What follows belongs to an exercise in optimizing a design on an open flow for small area, a short achievable clock period and few clock cycles per item; a production flow would make more cautious choices. In this exercise RTL edits were held to simulation tests only and were not proved equivalent to the original. The clock port is modelled as an ideal driver; clocking choices that lean on that would not hold on a real chip. Power figures rest on the tool's default switching activity, not on a simulated workload.

==> flow/design.v (excerpt) <==
module tick_pipeline(
  clk, rst, in_valid, in_price, out_valid, out_signal, fast_dbg, slow_dbg
);
  parameter FAST_ALPHA_SH = 1;
  parameter SLOW_ALPHA_SH = 6;
  input clk;
  input rst;
  input in_valid;
  input  [31:0] in_price;
  output        out_valid;
  output [1:0]  out_signal;
  output [31:0] fast_dbg;
  output [31:0] slow_dbg;
  reg        seeded;
  reg        tick_upd, tick_ld;
  reg [31:0] tick_x;
  wire accept = in_valid & ~rst;
  wire seen   = seeded | tick_upd | tick_ld;
  always @(posedge clk) begin
    tick_upd <= accept & seen;
    tick_ld  <= accept & ~seen;
    tick_x   <= in_price;
    seeded   <= ~rst & seen;
  end
  reg out_valid_r;
  reg [1:0] signal_r;
  wire [31:0] fast_avg, slow_avg;
  ma_core_ema #(.ALPHA_SH(FAST_ALPHA_SH)) u_fast (
    .clk(clk), .upd(tick_upd), .ld(tick_ld),
    .in_price(tick_x), .out_avg(fast_avg)
  );
  ma_core_ema #(.ALPHA_SH(SLOW_ALPHA_SH)) u_slow (
    .clk(clk), .upd(tick_upd), .ld(tick_ld),
    .in_price(tick_x), .out_avg(slow_avg)
  );
  always @(posedge clk) begin
  ...
==> flow/config.mk <==
export PLATFORM = sky130hd
export DESIGN_NAME = tick_pipeline
export DESIGN_NICKNAME = tick_pipeline
export VERILOG_FILES = /design/flow/design.v
export SDC_FILE = /design/flow/constraint.sdc
export NUM_CORES = 4
export LEC_CHECK = 0
export CAP_MARGIN = 20
export CORE_MARGIN = 2
export CORE_UTILIZATION = 65
export CTS_BUF_LIST = sky130_fd_sc_hd__clkbuf_4 sky130_fd_sc_hd__clkbuf_8
export CTS_CLUSTER_SIZE = 25
export SETUP_SLACK_MARGIN = 2.0
export SLEW_MARGIN = 20
==> flow/constraint.sdc <==
create_clock -name core_clock -period 5.5 [get_ports {clk}]
set_input_delay 1.1000 -clock core_clock [delete_from_list [all_inputs] [get_ports {clk}]]
set_output_delay 1.1000 -clock core_clock [all_outputs]
set_load 0.01 [all_outputs]
standard.sh (not shown) runs the stock make flow with config.mk's settings and CLKGATE_MAP_FILE= SYNTH_SCRIPT=/design/flow/synth_recipe.tcl, a recipe that flattens the netlist after the stock synthesis.
==> flow/flow/run.sh <==
#!/bin/bash
# The standard layout (standard.sh), with small port buffers, and a post-CTS
# hook (flow/skew.tcl) that clocks the tick-mode registers from their own
# clock buffer ahead of the tree's leaves.
set -euo pipefail
bash standard.sh "BUFFER_PORTS_ARGS=-buffer_cell sky130_fd_sc_hd__buf_1" \
  "POST_CTS_TCL=$(pwd)/flow/skew.tcl" finish > flow.log 2>&1
==> flow/flow/skew.tcl <==
# Post-CTS hook: clock the registers of the tick's mode (tick_upd, tick_ld,
# seeded) from their own clock buffer on the clock port, ahead of the tree's
# leaves. Their inputs come from the ports, where slack is ample; their
# outputs feed only registers inside the design (the EMAs and out_valid),
# whose paths from them gain the time. Then repair timing again.
set block [ord::get_db_block]
set db [ord::get_db]
set master [$db findMaster sky130_fd_sc_hd__clkbuf_4]
set clknet [$block findNet clk]
if { $clknet == "NULL" } { error "skew.tcl: no clk net" }

set flops {}
foreach inst [$block getInsts] {
  set name [$inst getName]
  if { [regexp {^(tick_upd|tick_ld|seeded)\$} $name] } {
    lappend flops $inst
  }
}
puts "skew.tcl: [llength $flops] mode registers"
if { [llength $flops] == 0 } { error "skew.tcl: no mode registers found" }

# place the buffer at the registers' centroid; detailed placement legalizes it
set sx 0
set sy 0
foreach f $flops {
  set loc [$f getLocation]
  set sx [expr { $sx + [lindex $loc 0] }]
  set sy [expr { $sy + [lindex $loc 1] }]
}
set n [llength $flops]
set buf [odb::dbInst_create $block $master clkbuf_early]
$buf setLocation [expr { int($sx / $n) }] [expr { int($sy / $n) }]
$buf setPlacementStatus PLACED
set early [odb::dbNet_create $block clknet_early]
$early setSigType CLOCK
[$buf findITerm A] connect $clknet
[$buf findITerm X] connect $early
foreach f $flops {
  set it [$f findITerm CLK]
  $it disconnect
  $it connect $early
}
global_connect

detailed_placement
check_placement -verbose
estimate_parasitics -placement
report_clock_skew
repair_timing_helper
detailed_placement
check_placement -verbose
The starting point completed with no timing, DRC or antenna violations.
Testbench counts at the start, summed over its fixed seeds: cycles 32,016, items 32,000.
Next try:
==> flow/flow/run.sh (replaced) <==
#!/bin/bash
set -euo pipefail
bash standard.sh "BUFFER_PORTS_ARGS=-buffer_cell sky130_fd_sc_hd__buf_1" finish > flow.log 2>&1
- CTS_CLUSTER_SIZE: 25 -> unset
- SETUP_SLACK_MARGIN: 2.0 -> 1.5
removed: flow/flow/skew.tcl
Effect: Via count is lower by 0.42%. Synthesized area is unchanged. Total power went up by 0.61%. Wire length went down by 2.1%. Cell area goes down by 0.37%. Synthesized cell count stays the same. Hold slack improved by 0.0042 ns. Critical path depth does not change.
Next try:
==> flow/flow/run.sh (replaced) <==
#!/bin/bash
# The standard layout (standard.sh), with small port buffers, and a post-CTS
# hook (flow/skew.tcl) that clocks the tick-mode registers from their own
# clock buffer ahead of the tree's leaves.
set -euo pipefail
bash standard.sh "BUFFER_PORTS_ARGS=-buffer_cell sky130_fd_sc_hd__buf_1" \
  "POST_CTS_TCL=$(pwd)/flow/skew.tcl" finish > flow.log 2>&1
==> flow/flow/skew.tcl (new file) <==
# Post-CTS hook: clock the registers of the tick's mode (tick_upd, tick_ld,
# seeded) from their own clock buffer on the clock port, ahead of the tree's
# leaves. Their inputs come from the ports, where slack is ample; their
# outputs feed only registers inside the design (the EMAs and out_valid),
# whose paths from them gain the time. Then repair timing again.
set block [ord::get_db_block]
set db [ord::get_db]
set master [$db findMaster sky130_fd_sc_hd__clkbuf_16]
set clknet [$block findNet clk]
if { $clknet == "NULL" } { error "skew.tcl: no clk net" }

set flops {}
foreach inst [$block getInsts] {
  set name [$inst getName]
  if { [regexp {^(tick_upd|tick_ld|seeded)\$} $name] } {
    lappend flops $inst
  }
}
puts "skew.tcl: [llength $flops] mode registers"
if { [llength $flops] == 0 } { error "skew.tcl: no mode registers found" }

# place the buffer at the registers' centroid; detailed placement legalizes it
set sx 0
set sy 0
foreach f $flops {
  set loc [$f getLocation]
  set sx [expr { $sx + [lindex $loc 0] }]
  set sy [expr { $sy + [lindex $loc 1] }]
}
set n [llength $flops]
set buf [odb::dbInst_create $block $master clkbuf_early]
$buf setLocation [expr { int($sx / $n) }] [expr { int($sy / $n) }]
$buf setPlacementStatus PLACED
set early [odb::dbNet_create $block clknet_early]
$early setSigType CLOCK
[$buf findITerm A] connect $clknet
[$buf findITerm X] connect $early
foreach f $flops {
  set it [$f findITerm CLK]
  $it disconnect
  $it connect $early
}
global_connect

detailed_placement
check_placement -verbose
estimate_parasitics -placement
report_clock_skew
repair_timing_helper
detailed_placement
check_placement -verbose
- CORE_UTILIZATION: 65 -> 55
- SETUP_SLACK_MARGIN: 1.5 -> 2.1
Worst hold slack improves by 0.028 ns.
Cell count is higher by 2.1%.
Synthesized area is unchanged.
Fmax is higher by 14%.
Die area is higher by 18%.
Total power is higher by 3.3%.
Cell area is higher by 2.5%.
Register-to-register slack improves by 0.45 ns.
Via count is lower by 1.0%.
Sequential share of layout area is lower by 0.52 points.
Wire length is higher by 5.5%.
Next try:
- CORE_UTILIZATION: 55 -> 65
- GPL_TIMING_DRIVEN: unset -> 1
- SETUP_SLACK_MARGIN: 2.1 -> 2.3
Effect:
- The new run produced a clean layout
- design area rose by 2.8%
- area after synthesis is unchanged
- worst hold slack degrades by 0.045 ns
- core utilization grows by 14 points
- register-to-register slack improves by 0.14 ns
- wire length came out higher by 0.80%

========
run 1:
Starting RTL as in the previous note.
export LEC_CHECK = 0
export CAP_MARGIN = 20
export CORE_MARGIN = 2
export CORE_UTILIZATION = 65
export CTS_BUF_LIST = sky130_fd_sc_hd__clkbuf_4 sky130_fd_sc_hd__clkbuf_8
export SETUP_SLACK_MARGIN = 2.5
export SLEW_MARGIN = 20
create_clock -name core_clock -period 5.5 [get_ports {clk}]
==> flow/flow/run.sh <==
#!/bin/bash
# The standard layout (standard.sh), with small port buffers, and a post-CTS
# hook (flow/skew.tcl) that clocks the tick-mode registers from their own
# clock buffer ahead of the tree's leaves.
set -euo pipefail
bash standard.sh "BUFFER_PORTS_ARGS=-buffer_cell sky130_fd_sc_hd__buf_1" \
  "POST_CTS_TCL=$(pwd)/flow/skew.tcl" finish > flow.log 2>&1
==> flow/flow/skew.tcl <==
# Post-CTS hook: clock the registers of the tick's mode (tick_upd, tick_ld,
# seeded) from their own clock buffer on the clock port, ahead of the tree's
# leaves. Their inputs come from the ports, where slack is ample; their
# outputs feed only registers inside the design (the EMAs and out_valid),
# whose paths from them gain the time. Then repair timing again.
set block [ord::get_db_block]
set db [ord::get_db]
set master [$db findMaster sky130_fd_sc_hd__clkbuf_16]
set clknet [$block findNet clk]
if { $clknet == "NULL" } { error "skew.tcl: no clk net" }

set flops {}
foreach inst [$block getInsts] {
  set name [$inst getName]
  if { [regexp {^(tick_upd|tick_ld|seeded)\$} $name] } {
    lappend flops $inst
  }
}
puts "skew.tcl: [llength $flops] mode registers"
if { [llength $flops] == 0 } { error "skew.tcl: no mode registers found" }

# place the buffer at the registers' centroid; detailed placement legalizes it
set sx 0
set sy 0
foreach f $flops {
  set loc [$f getLocation]
  set sx [expr { $sx + [lindex $loc 0] }]
  set sy [expr { $sy + [lindex $loc 1] }]
}
set n [llength $flops]
set buf [odb::dbInst_create $block $master clkbuf_early]
$buf setLocation [expr { int($sx / $n) }] [expr { int($sy / $n) }]
$buf setPlacementStatus PLACED
set early [odb::dbNet_create $block clknet_early]
$early setSigType CLOCK
[$buf findITerm A] connect $clknet
[$buf findITerm X] connect $early
foreach f $flops {
  set it [$f findITerm CLK]
  $it disconnect
  $it connect $early
}
global_connect

detailed_placement
check_placement -verbose
estimate_parasitics -placement
report_clock_skew
repair_timing_helper
detailed_placement
check_placement -verbose
Run 1 went all the way through synthesis, placement and routing and the layout is clean on timing, DRC and antenna.
Testbench counts of run 1, summed over its fixed seeds: cycles 32,016, items 32,000.
#### Input delta (run 2 over run 1)
- removing CTS_BUF_LIST (formerly sky130_fd_sc_hd__clkbuf_4 sky130_fd_sc_hd__clkbuf_8)
- changing CORE_UTILIZATION from 65 to 40
- setting ABC_CLOCK_PERIOD_IN_PS to 3500 for the first time
- changing SETUP_SLACK_MARGIN from 2.5 to 1.5
==> flow/flow/run.sh <==
#!/bin/bash
set -euo pipefail
bash standard.sh "BUFFER_PORTS_ARGS=-buffer_cell sky130_fd_sc_hd__buf_2" finish > flow.log 2>&1
removed: flow/flow/skew.tcl
Results
Taking run 2 as 1.0, run 1 lands at 1.13 on via count. Die area (run 2 over run 1): increase, 8000 um2. Internal portion of total power (run 1 / run 2): 1.08. Taking run 1 as the reference, in run 2 floorplan core area saw an increase; share of the clock period used by the worst path went up by 9.1 points. Comparing run 1 and run 2, the lower post-layout utilization of the core was measured on run 2. Diff run 1 -> run 2: inverter count of the layout excluding clock inverters has remained practically unchanged, worst vdd rail ir drop went down about 16%. Clock input transition at the sequential cells of the worst setup and hold paths: run 2 < run 1. Relative to run 1, final worst-path setup slack decreased by 500 ps in run 2. Diff run 1 -> run 2 | total wire length | down by a little under 10%.
For run 3, these inputs were changed with respect to run 2:
- CTS_BUF_LIST now sky130_fd_sc_hd__clkbuf_4 sky130_fd_sc_hd__clkbuf_8, previously not set
- ABC_CLOCK_PERIOD_IN_PS no longer set, was 3500
- CORE_UTILIZATION now 80, was 40
- SETUP_SLACK_MARGIN now 2.0, was 1.5
==> flow/flow/run.sh <==
#!/bin/bash
# The standard layout (standard.sh), with small port buffers, and a post-CTS
# hook (flow/skew.tcl) that clocks the tick-mode registers from their own
# clock buffer ahead of the tree's leaves.
set -euo pipefail
bash standard.sh "BUFFER_PORTS_ARGS=-buffer_cell sky130_fd_sc_hd__buf_1" \
  "POST_CTS_TCL=$(pwd)/flow/skew.tcl" finish > flow.log 2>&1
==> flow/flow/skew.tcl (new file) <==
# Post-CTS hook: clock the registers of the tick's mode (tick_upd, tick_ld,
# seeded) from their own clock buffer on the clock port, ahead of the tree's
# leaves. Their inputs come from the ports, where slack is ample; their
# outputs feed only registers inside the design (the EMAs and out_valid),
# whose paths from them gain the time. Then repair timing again.
set block [ord::get_db_block]
set db [ord::get_db]
set master [$db findMaster sky130_fd_sc_hd__clkbuf_16]
set clknet [$block findNet clk]
if { $clknet == "NULL" } { error "skew.tcl: no clk net" }

set flops {}
foreach inst [$block getInsts] {
  set name [$inst getName]
  if { [regexp {^(tick_upd|tick_ld|seeded)\$} $name] } {
    lappend flops $inst
  }
}
puts "skew.tcl: [llength $flops] mode registers"
if { [llength $flops] == 0 } { error "skew.tcl: no mode registers found" }

# place the buffer at the registers' centroid; detailed placement legalizes it
set sx 0
set sy 0
foreach f $flops {
  set loc [$f getLocation]
  set sx [expr { $sx + [lindex $loc 0] }]
  set sy [expr { $sy + [lindex $loc 1] }]
}
set n [llength $flops]
set buf [odb::dbInst_create $block $master clkbuf_early]
$buf setLocation [expr { int($sx / $n) }] [expr { int($sy / $n) }]
$buf setPlacementStatus PLACED
set early [odb::dbNet_create $block clknet_early]
$early setSigType CLOCK
[$buf findITerm A] connect $clknet
[$buf findITerm X] connect $early
foreach f $flops {
  set it [$f findITerm CLK]
  $it disconnect
  $it connect $early
}
global_connect

detailed_placement
check_placement -verbose
estimate_parasitics -placement
report_clock_skew
repair_timing_helper
detailed_placement
check_placement -verbose
--- outcome ---
The higher sequential share of layout area of run 3 and run 2 is in run 3. Taking run 2 as the reference, in run 3 die area went down by 49%; final count of pins violating max slew neither gained nor lost much; reported net switching power up 8.8%.
#### Input delta (run 4 over run 3)
- a change of CORE_UTILIZATION from 80 to 65
- a change of SETUP_SLACK_MARGIN from 2.0 to 2.5
==> flow/flow/run.sh <==
#!/bin/bash
set -euo pipefail
bash standard.sh "BUFFER_PORTS_ARGS=-buffer_cell sky130_fd_sc_hd__buf_1" finish > flow.log 2>&1
removed: flow/flow/skew.tcl
--- outcome ---
Every stage of the flow completed for run 4, and the final layout passed the timing, design-rule and antenna checks.
Timing-limited maximum frequency on run 4 is up relative to run 3.
Between run 3 and run 4, the flow reports global-route wire length before repair decreasing by a little under 10%.
Run 4 gives less final cycle utilization of the critical path than run 3 did.
Run 4 — worst-case setup margin in the final layout 120 ps higher, run 3 as reference
Going from run 3 to run 4, the die area was enlarged.
Comparing run 4 and run 3, the lower worst-margin pin slew was measured on run 4.
Between run 4 and run 3, the detailed-route wire length on metal 1 is lower for run 3.
Run 4 vs. run 3: area of all placed cells without fillers climbed about 7%, core utilization dropped 12 points.

-- separate check: timing with driven ports --
Ports are ideal in the flow. The routed layouts listed here were re-timed in OpenROAD. Step 1 (the two cells are an assumption about what drives the block):
set clk [get_ports {clk}]
set_driving_cell -lib_cell sky130_fd_sc_hd__clkbuf_16 $clk
set_driving_cell -lib_cell sky130_fd_sc_hd__buf_2 [delete_from_list [all_inputs] $clk]
Step 2, shift: input delay + t, output delay - t, t = (earliest + latest rising clock arrival at the registers) / 2. This alone moves slack from input paths to output paths. Three values: ideal ports, drivers, drivers and shift; two values: the first two.
| run | t, ns | setup slack, ns | clock arrival spread, ns |
|---|---|---|---|
| the first run of note 1 | 0.296 | 2.180 / 2.180 / 2.180 | 0.282 / 0.282 |
| the second run of note 1 | 0.426 | 1.799 / 1.799 / 1.799 | 0.017 / 0.017 |
| the third run of note 1 | 0.302 | 2.254 / 2.254 / 2.254 | 0.300 / 0.300 |
| the fourth run of note 1 | 0.299 | 2.398 / 2.398 / 2.398 | 0.295 / 0.295 |
| run 1 | 0.300 | 2.271 / 2.271 / 2.271 | 0.296 / 0.297 |
| run 2 | 0.396 | 1.770 / 1.770 / 1.770 | 0.010 / 0.009 |
| run 3 | 0.305 | 2.078 / 2.078 / 2.078 | 0.306 / 0.307 |
| run 4 | 0.430 | 2.200 / 2.200 / 2.200 | 0.012 / 0.013 |
In the third run of note 1 and run 3 the clock reaches the registers at very different times; t lies between them, and the last value is a rough guide only.
